Background: an optimization exercise with open tools, aiming at small area and a short achievable clock period. Do not read the settings as production practice.
In this exercise RTL edits were held to simulation tests only and were not proved equivalent to the original.

## JK
==> flow/design.v <==
module alu_pre(instruction, regA, regB, p, g, sh, sl, sr, fctl, beq);
input  [31:0] instruction, regA, regB;
output [31:0] p;           
output [31:0] g;           
output        sh;          
output        sl, sr;      
output [3:0]  fctl;        
output        beq;         
function [4:0] neg5(input [4:0] x);   
    neg5 = {x[4] ^ (|x[3:0]), x[3] ^ (|x[2:0]), x[2] ^ (|x[1:0]),
            x[1] ^ x[0], x[0]};
endfunction
wire [5:0] op = instruction[31:26];
wire [5:0] fn = instruction[5:0];
wire       rsz = (instruction[25:21] == 5'b0);
wire r = (op == 6'b000000);
wire r_add  = r & (fn == 6'b100000);
wire r_addu = r & (fn == 6'b100001);
wire r_sub  = r & (fn == 6'b100010);
wire r_subu = r & (fn == 6'b100011);
wire r_and  = r & (fn == 6'b100100);
wire r_or   = r & (fn == 6'b100101);
wire r_xor  = r & (fn == 6'b100110);
wire r_nor  = r & (fn == 6'b100111);
wire r_slt  = r & (fn == 6'b101010);
wire r_sltu = r & (fn == 6'b101011);
wire r_sll  = r & (fn == 6'b000000);
wire r_srl  = r & (fn == 6'b000010 || fn == 6'b000011);
wire r_sllv = r & (fn == 6'b000100);
wire r_srlv = r & (fn == 6'b000110 || fn == 6'b000111);
wire i_addi  = (op == 6'b001000);
wire i_addiu = (op == 6'b001001);
wire i_andi  = (op == 6'b001100);
wire i_ori   = (op == 6'b001101);
wire i_xori  = (op == 6'b001110);
wire i_beq   = (op == 6'b000100) | (op == 6'b000101);
wire i_slti  = (op == 6'b001010);
wire i_sltiu = (op == 6'b001011);
wire i_mem   = (op == 6'b100011) | (op == 6'b101011);
wire sub   = r_sub | r_subu | r_slt | r_sltu | i_beq | i_slti | i_sltiu;
wire add   = r_add | r_addu | i_addi | i_addiu | i_mem;
wire simm  = i_addi | i_slti | i_mem;
wire l_and = r_and | i_andi;
wire l_or  = r_or | i_ori;
wire l_xor = r_xor | i_xori;
wire shl   = r_sll | r_sllv;
wire shr   = r_srl | r_srlv;
wire shc   = r_sll | r_srl;
wire [31:0] imm = {{16{simm & instruction[15]}}, instruction[15:0]};
wire        rr = r | i_beq;                     
wire [31:0] u = (rr | rsz) ? regA : regB;
wire [31:0] v = rr ? regB : imm;
wire       big   = rsz ? (|regA[31:5]) : (|regB[31:5]);
wire       shz   = (r_sllv | r_srlv) & big;       
wire c_addR = (fn[5:1] == 5'b10000);
wire c_subR = fn[5] & ~fn[4] & ~fn[2] & fn[1];
wire c_shR  = (fn[5:3] == 3'b000) & (fn[1] | ~fn[0]);
wire c_addI = (op == 6'b001000) | (op == 6'b001001) | i_mem;
wire c_subI = (op[5:2] == 4'b0001 & ~op[1]) | (op[5:1] == 5'b00101);
wire c_add  = r ? c_addR : c_addI;
wire c_sub  = r ? c_subR : c_subI;
wire c_ox   = r ? (fn == 6'b100101 | fn == 6'b100110)            
                : (op == 6'b001101 | op == 6'b001110);
wire c_ao   = r ? (fn[5:1] == 5'b10010) : (op[5:1] == 5'b00110);   
wire c_sh   = r & c_shR;
wire c_nor  = r & (fn == 6'b100111);
wire c_swsub = c_sub & rr & ~rsz;            
wire [3:0] tp  = {c_sub | c_ao | c_sh,
                  c_add | c_ox | (c_sh & ~rsz),
                  c_add | c_ox | (c_sh & rsz),
                  c_sub | c_nor};
wire [3:0] tg  = {c_add, c_sub & ~c_swsub, c_swsub, 1'b0};
wire [3:0] tp0 = {c_ao | c_sh,
                  c_sub | c_add | c_ox | (c_sh & ~rsz),
                  c_sub | c_add | c_ox | (c_sh & rsz),
                  c_nor};
wire [3:0] tg0 = {c_add | c_sub, c_sub & ~c_swsub, c_swsub, c_sub};
wire [4:0] sh_c = shl ? instruction[10:6] : neg5(instruction[10:6]);
wire [4:0] sh_a = shc ? sh_c : shl ? regA[4:0] : neg5(regA[4:0]);
wire [4:0] sh_b = shc ? sh_c : shl ? regB[4:0] : neg5(regB[4:0]);
wire [4:0] ra   = rsz ? sh_a : sh_b;
genvar i;
generate for (i = 0; i < 32; i = i + 1) begin : bt
    if (i == 0) begin : z
        assign p[i] = tp0[{u[i], v[i]}];
        assign g[i] = tg0[{u[i], v[i]}];
    end else if (i >= 27) begin : a
        assign p[i] = tp[{u[i], v[i]}];
        assign g[i] = (shl | shr) ? ra[i-27] : tg[{u[i], v[i]}];
    end else begin : n
        assign p[i] = tp[{u[i], v[i]}];
        assign g[i] = tg[{u[i], v[i]}];
    end
end endgenerate
assign sh = shl | shr;
wire       sz = (ra == 5'd0);
assign sl = (shl | (shr & sz)) & ~shz;
assign sr = shr & ~sz & ~shz;
wire ab31 = regA[31] ^ regB[31];
assign fctl = {(r_add & ~ab31) | (r_sub & ab31) | i_addi,
               i_addi ? instruction[15] : (rsz ? regA[31] : regB[31]),
               r_slt | i_slti, r_sltu | i_sltiu};
assign beq = i_beq;
endmodule
module alu(p, g, sh, sl, sr, fctl, beq, result, flags);
input  [31:0] p, g;
input         sh, sl, sr;
input  [3:0]  fctl;
input         beq;
output [31:0] result;
output [2:0]  flags;
wire [31:0] gg [0:5];
wire [31:0] pp [0:5];
assign gg[0] = g;
assign pp[0] = p;
genvar i, l;
generate for (l = 0; l < 5; l = l + 1) begin : lvl
    for (i = 0; i < 32; i = i + 1) begin : bt
        if (i & (1 << l)) begin : m
            assign gg[l+1][i] = gg[l][i] | (pp[l][i] & gg[l][((i >> l) << l) - 1]);
            assign pp[l+1][i] = pp[l][i] & pp[l][((i >> l) << l) - 1];
        end else begin : k
            assign gg[l+1][i] = gg[l][i];
            assign pp[l+1][i] = pp[l][i];
        end
    end
end endgenerate
wire [32:0] c = {gg[5], 1'b0};           
wire [31:0] sum = p ^ c[31:0];
wire [4:0]  ra = g[31:27];
wire [63:0] w0 = {p & {32{sl}}, p & {32{sr}}};
wire [63:0] w1 = ra[4] ? {w0[47:0], 16'b0} : w0;
wire [63:0] w2 = ra[3] ? {w1[55:0], 8'b0} : w1;
wire [63:0] w3 = ra[2] ? {w2[59:0], 4'b0} : w2;
wire [63:0] w4 = ra[1] ? {w3[61:0], 2'b0} : w3;
wire [63:0] w5 = ra[0] ? {w4[62:0], 1'b0} : w4;
assign result = sh ? w5[63:32] : sum;
assign flags = {beq & (&p[31:1]) & ~p[0], (fctl[1] & sum[31]) | (fctl[0] & ~c[32]),
                fctl[3] & (c[31] ^ fctl[2])};
endmodule
module alu_top(clk, instruction, regA, regB, result, flags);
input clk;
input [31:0] instruction, regA, regB;
output [31:0] result;
output [2:0] flags;
wire [31:0] p_d, g_d;
wire        sh_d, sl_d, sr_d, beq_d;
wire [3:0]  fctl_d;
reg  [31:0] p_q, g_q;
reg         sh_q, sl_q, sr_q, beq_q;
reg  [3:0]  fctl_q;
reg  [31:0] result_q;
reg  [2:0]  flags_q;
wire [31:0] result_d;
wire [2:0]  flags_d;
alu_pre u_pre(.instruction(instruction), .regA(regA), .regB(regB),
              .p(p_d), .g(g_d), .sh(sh_d), .sl(sl_d), .sr(sr_d),
              .fctl(fctl_d), .beq(beq_d));
alu u_alu(.p(p_q), .g(g_q), .sh(sh_q), .sl(sl_q), .sr(sr_q),
          .fctl(fctl_q), .beq(beq_q), .result(result_d), .flags(flags_d));
always @(posedge clk) begin
    p_q <= p_d;
    g_q <= g_d;
    sh_q <= sh_d;
    sl_q <= sl_d;
    sr_q <= sr_d;
    fctl_q <= fctl_d;
    beq_q <= beq_d;
    result_q <= result_d;
    flags_q <= flags_d;
end
assign result = result_q;
assign flags = flags_q;
endmodule
Settings: LEC_CHECK=0, ABC_AREA=1, CAP_MARGIN=20, CORE_MARGIN=2, CORE_UTILIZATION=40, SETUP_SLACK_MARGIN=3.3, SLEW_MARGIN=20, TNS_END_PERCENT=5; clock period 6.0 ns.
standard.sh (not shown) runs the stock make flow with config.mk's settings and CLKGATE_MAP_FILE= SYNTH_SCRIPT=/design/flow/synth_recipe.tcl, a recipe that flattens the netlist after the stock synthesis.
==> flow/flow/run.sh <==
#!/bin/bash
# Standard ORFS layout, with plain buffers on the ports instead of the
# delay-cell buffers buffer_ports picks by default, and timing repair free
# to change a cell's footprint.
set -euo pipefail
bash standard.sh 'BUFFER_PORTS_ARGS=-buffer_cell sky130_fd_sc_hd__buf_1' MATCH_CELL_FOOTPRINT=0 finish > standard.log 2>&1
Changes in TR relative to JK:
--- a/flow/design.v
+++ b/flow/design.v
@@ -48,35 +48,22 @@
 wire shc   = r_sll | r_srl;
 wire [31:0] imm = {{16{simm & instruction[15]}}, instruction[15:0]};
 wire        rr = r | i_beq;                     
 wire [31:0] u = (rr | rsz) ? regA : regB;
 wire [31:0] v = rr ? regB : imm;
-wire       big   = rsz ? (|regA[31:5]) : (|regB[31:5]);
-wire       shz   = (r_sllv | r_srlv) & big;       
-wire c_addR = (fn[5:1] == 5'b10000);
-wire c_subR = fn[5] & ~fn[4] & ~fn[2] & fn[1];
-wire c_shR  = (fn[5:3] == 3'b000) & (fn[1] | ~fn[0]);
-wire c_addI = (op == 6'b001000) | (op == 6'b001001) | i_mem;
-wire c_subI = (op[5:2] == 4'b0001 & ~op[1]) | (op[5:1] == 5'b00101);
-wire c_add  = r ? c_addR : c_addI;
-wire c_sub  = r ? c_subR : c_subI;
-wire c_ox   = r ? (fn == 6'b100101 | fn == 6'b100110)            
-                : (op == 6'b001101 | op == 6'b001110);
-wire c_ao   = r ? (fn[5:1] == 5'b10010) : (op[5:1] == 5'b00110);   
-wire c_sh   = r & c_shR;
-wire c_nor  = r & (fn == 6'b100111);
-wire c_swsub = c_sub & rr & ~rsz;            
-wire [3:0] tp  = {c_sub | c_ao | c_sh,
-                  c_add | c_ox | (c_sh & ~rsz),
-                  c_add | c_ox | (c_sh & rsz),
-                  c_sub | c_nor};
-wire [3:0] tg  = {c_add, c_sub & ~c_swsub, c_swsub, 1'b0};
-wire [3:0] tp0 = {c_ao | c_sh,
-                  c_sub | c_add | c_ox | (c_sh & ~rsz),
-                  c_sub | c_add | c_ox | (c_sh & rsz),
-                  c_nor};
-wire [3:0] tg0 = {c_add | c_sub, c_sub & ~c_swsub, c_swsub, c_sub};
+wire [3:0] fp = ({4{add}}   & 4'b0110) | ({4{sub}}   & 4'b1001)
+              | ({4{l_and}} & 4'b1000) | ({4{l_or}}  & 4'b1110)
+              | ({4{l_xor}} & 4'b0110) | ({4{r_nor}} & 4'b0001)
+              | ({4{shl | shr}} & 4'b1010);
+wire [3:0] fg = ({4{add}} & 4'b1000) | ({4{sub}} & 4'b0100);
+wire [3:0] fp0 = sub ? 4'b0110 : fp;
+wire [3:0] fg0 = sub ? 4'b1101 : fg;
+wire       sw = rr & ~rsz;
+wire [3:0] tp = sw ? {fp[3], fp[1], fp[2], fp[0]} : fp;
+wire [3:0] tg = sw ? {fg[3], fg[1], fg[2], fg[0]} : fg;
+wire [3:0] tp0 = sw ? {fp0[3], fp0[1], fp0[2], fp0[0]} : fp0;
+wire [3:0] tg0 = sw ? {fg0[3], fg0[1], fg0[2], fg0[0]} : fg0;
 wire [4:0] sh_c = shl ? instruction[10:6] : neg5(instruction[10:6]);
 wire [4:0] sh_a = shc ? sh_c : shl ? regA[4:0] : neg5(regA[4:0]);
 wire [4:0] sh_b = shc ? sh_c : shl ? regB[4:0] : neg5(regB[4:0]);
 wire [4:0] ra   = rsz ? sh_a : sh_b;
 genvar i;
@@ -91,13 +78,21 @@
         assign p[i] = tp[{u[i], v[i]}];
         assign g[i] = tg[{u[i], v[i]}];
     end
 end endgenerate
 assign sh = shl | shr;
-wire       sz = (ra == 5'd0);
-assign sl = (shl | (shr & sz)) & ~shz;
-assign sr = shr & ~sz & ~shz;
+wire       szc = (instruction[10:6] == 5'd0);
+wire       sza = shc ? szc : (regA[4:0] == 5'd0);
+wire       szb = shc ? szc : (regB[4:0] == 5'd0);
+wire       zva = (r_sllv | r_srlv) & (|regA[31:5]);
+wire       zvb = (r_sllv | r_srlv) & (|regB[31:5]);
+wire       sla = (shl | (shr & sza)) & ~zva;
+wire       slb = (shl | (shr & szb)) & ~zvb;
+wire       sra = shr & ~sza & ~zva;
+wire       srb = shr & ~szb & ~zvb;
+assign sl = rsz ? sla : slb;
+assign sr = rsz ? sra : srb;
 wire ab31 = regA[31] ^ regB[31];
 assign fctl = {(r_add & ~ab31) | (r_sub & ab31) | i_addi,
                i_addi ? instruction[15] : (rsz ? regA[31] : regB[31]),
                r_slt | i_slti, r_sltu | i_sltiu};
 assign beq = i_beq;
@@ -114,13 +109,13 @@
 assign gg[0] = g;
 assign pp[0] = p;
 genvar i, l;
 generate for (l = 0; l < 5; l = l + 1) begin : lvl
     for (i = 0; i < 32; i = i + 1) begin : bt
-        if (i & (1 << l)) begin : m
-            assign gg[l+1][i] = gg[l][i] | (pp[l][i] & gg[l][((i >> l) << l) - 1]);
-            assign pp[l+1][i] = pp[l][i] & pp[l][((i >> l) << l) - 1];
+        if (i >= (1 << l)) begin : m
+            assign gg[l+1][i] = gg[l][i] | (pp[l][i] & gg[l][i - (1 << l)]);
+            assign pp[l+1][i] = pp[l][i] & pp[l][i - (1 << l)];
         end else begin : k
             assign gg[l+1][i] = gg[l][i];
             assign pp[l+1][i] = pp[l][i];
         end
     end
--- outcome ---
- The launching element of the worst setup path comes out instruction[28] in one run and instruction[26] in the other, namely in TR and JK respectively.
- From JK to TR the numbers moved as follows: count of filler cells inserted in the layout went up about 20%; placed standard-cell area rose about 13%.
- In the reports for JK and TR, the smaller final cycle utilization of the critical path belongs to TR.
- Compared with JK, TR degrades total via count after detailed routing.
- Per the comparison of TR with JK, global routing usage on met3 climbed 0.73 points, clock sink count saw little to no change.
- The count of cells resized by post-cts repair of TR falls short of that of JK by about 40%.
- Re shortest period the worst path allows: JK and TR aren't equal, and the lower value belongs to TR.
- Changes observed in TR relative to JK: first-pass GRT wire length shows an increase of 12000 um; worst-case hold slack shows a reduction of 37 ps; fmax shows an increase of 1.8%.
- From TR to JK, number of enable-type register cells in the synthesized netlist did not move at all.

==> port drivers added, routing unchanged <==
The flow's constraints put no driver on any port. The routed layouts listed below were extracted and timed again, unchanged, in two steps. Step 1 (the two cells are an assumption about what drives the block):
set clk [get_ports {clk}]
set_driving_cell -lib_cell sky130_fd_sc_hd__clkbuf_16 $clk
set_driving_cell -lib_cell sky130_fd_sc_hd__buf_2 [delete_from_list [all_inputs] $clk]
Step 2 moves the port delays by t, midway between the first and last clock arrival at a register: inputs arrive t later, outputs are due t later. That takes back most of the time a late clock gives input paths. Three values: ideal ports, drivers, drivers and shift; two values: the first two.
run | shift t [ns] | setup slack, ns | worst register clock-pin slew, ns | worst slew at a driven data input, ns | pins driven straight from the clock port
JK | 0.402 | 3.238 / 3.250 / 2.848 | 0.08 / 0.08 | 0.04 | 1
TR | 0.412 | 3.286 / 3.311 / 2.899 | 0.08 / 0.08 | 0.04 | 1
After both steps every run listed still meets setup and hold. For JK, which loses most, drivers alone change the setup slack by +0.012 ns; drivers and shift together by -0.390 ns.
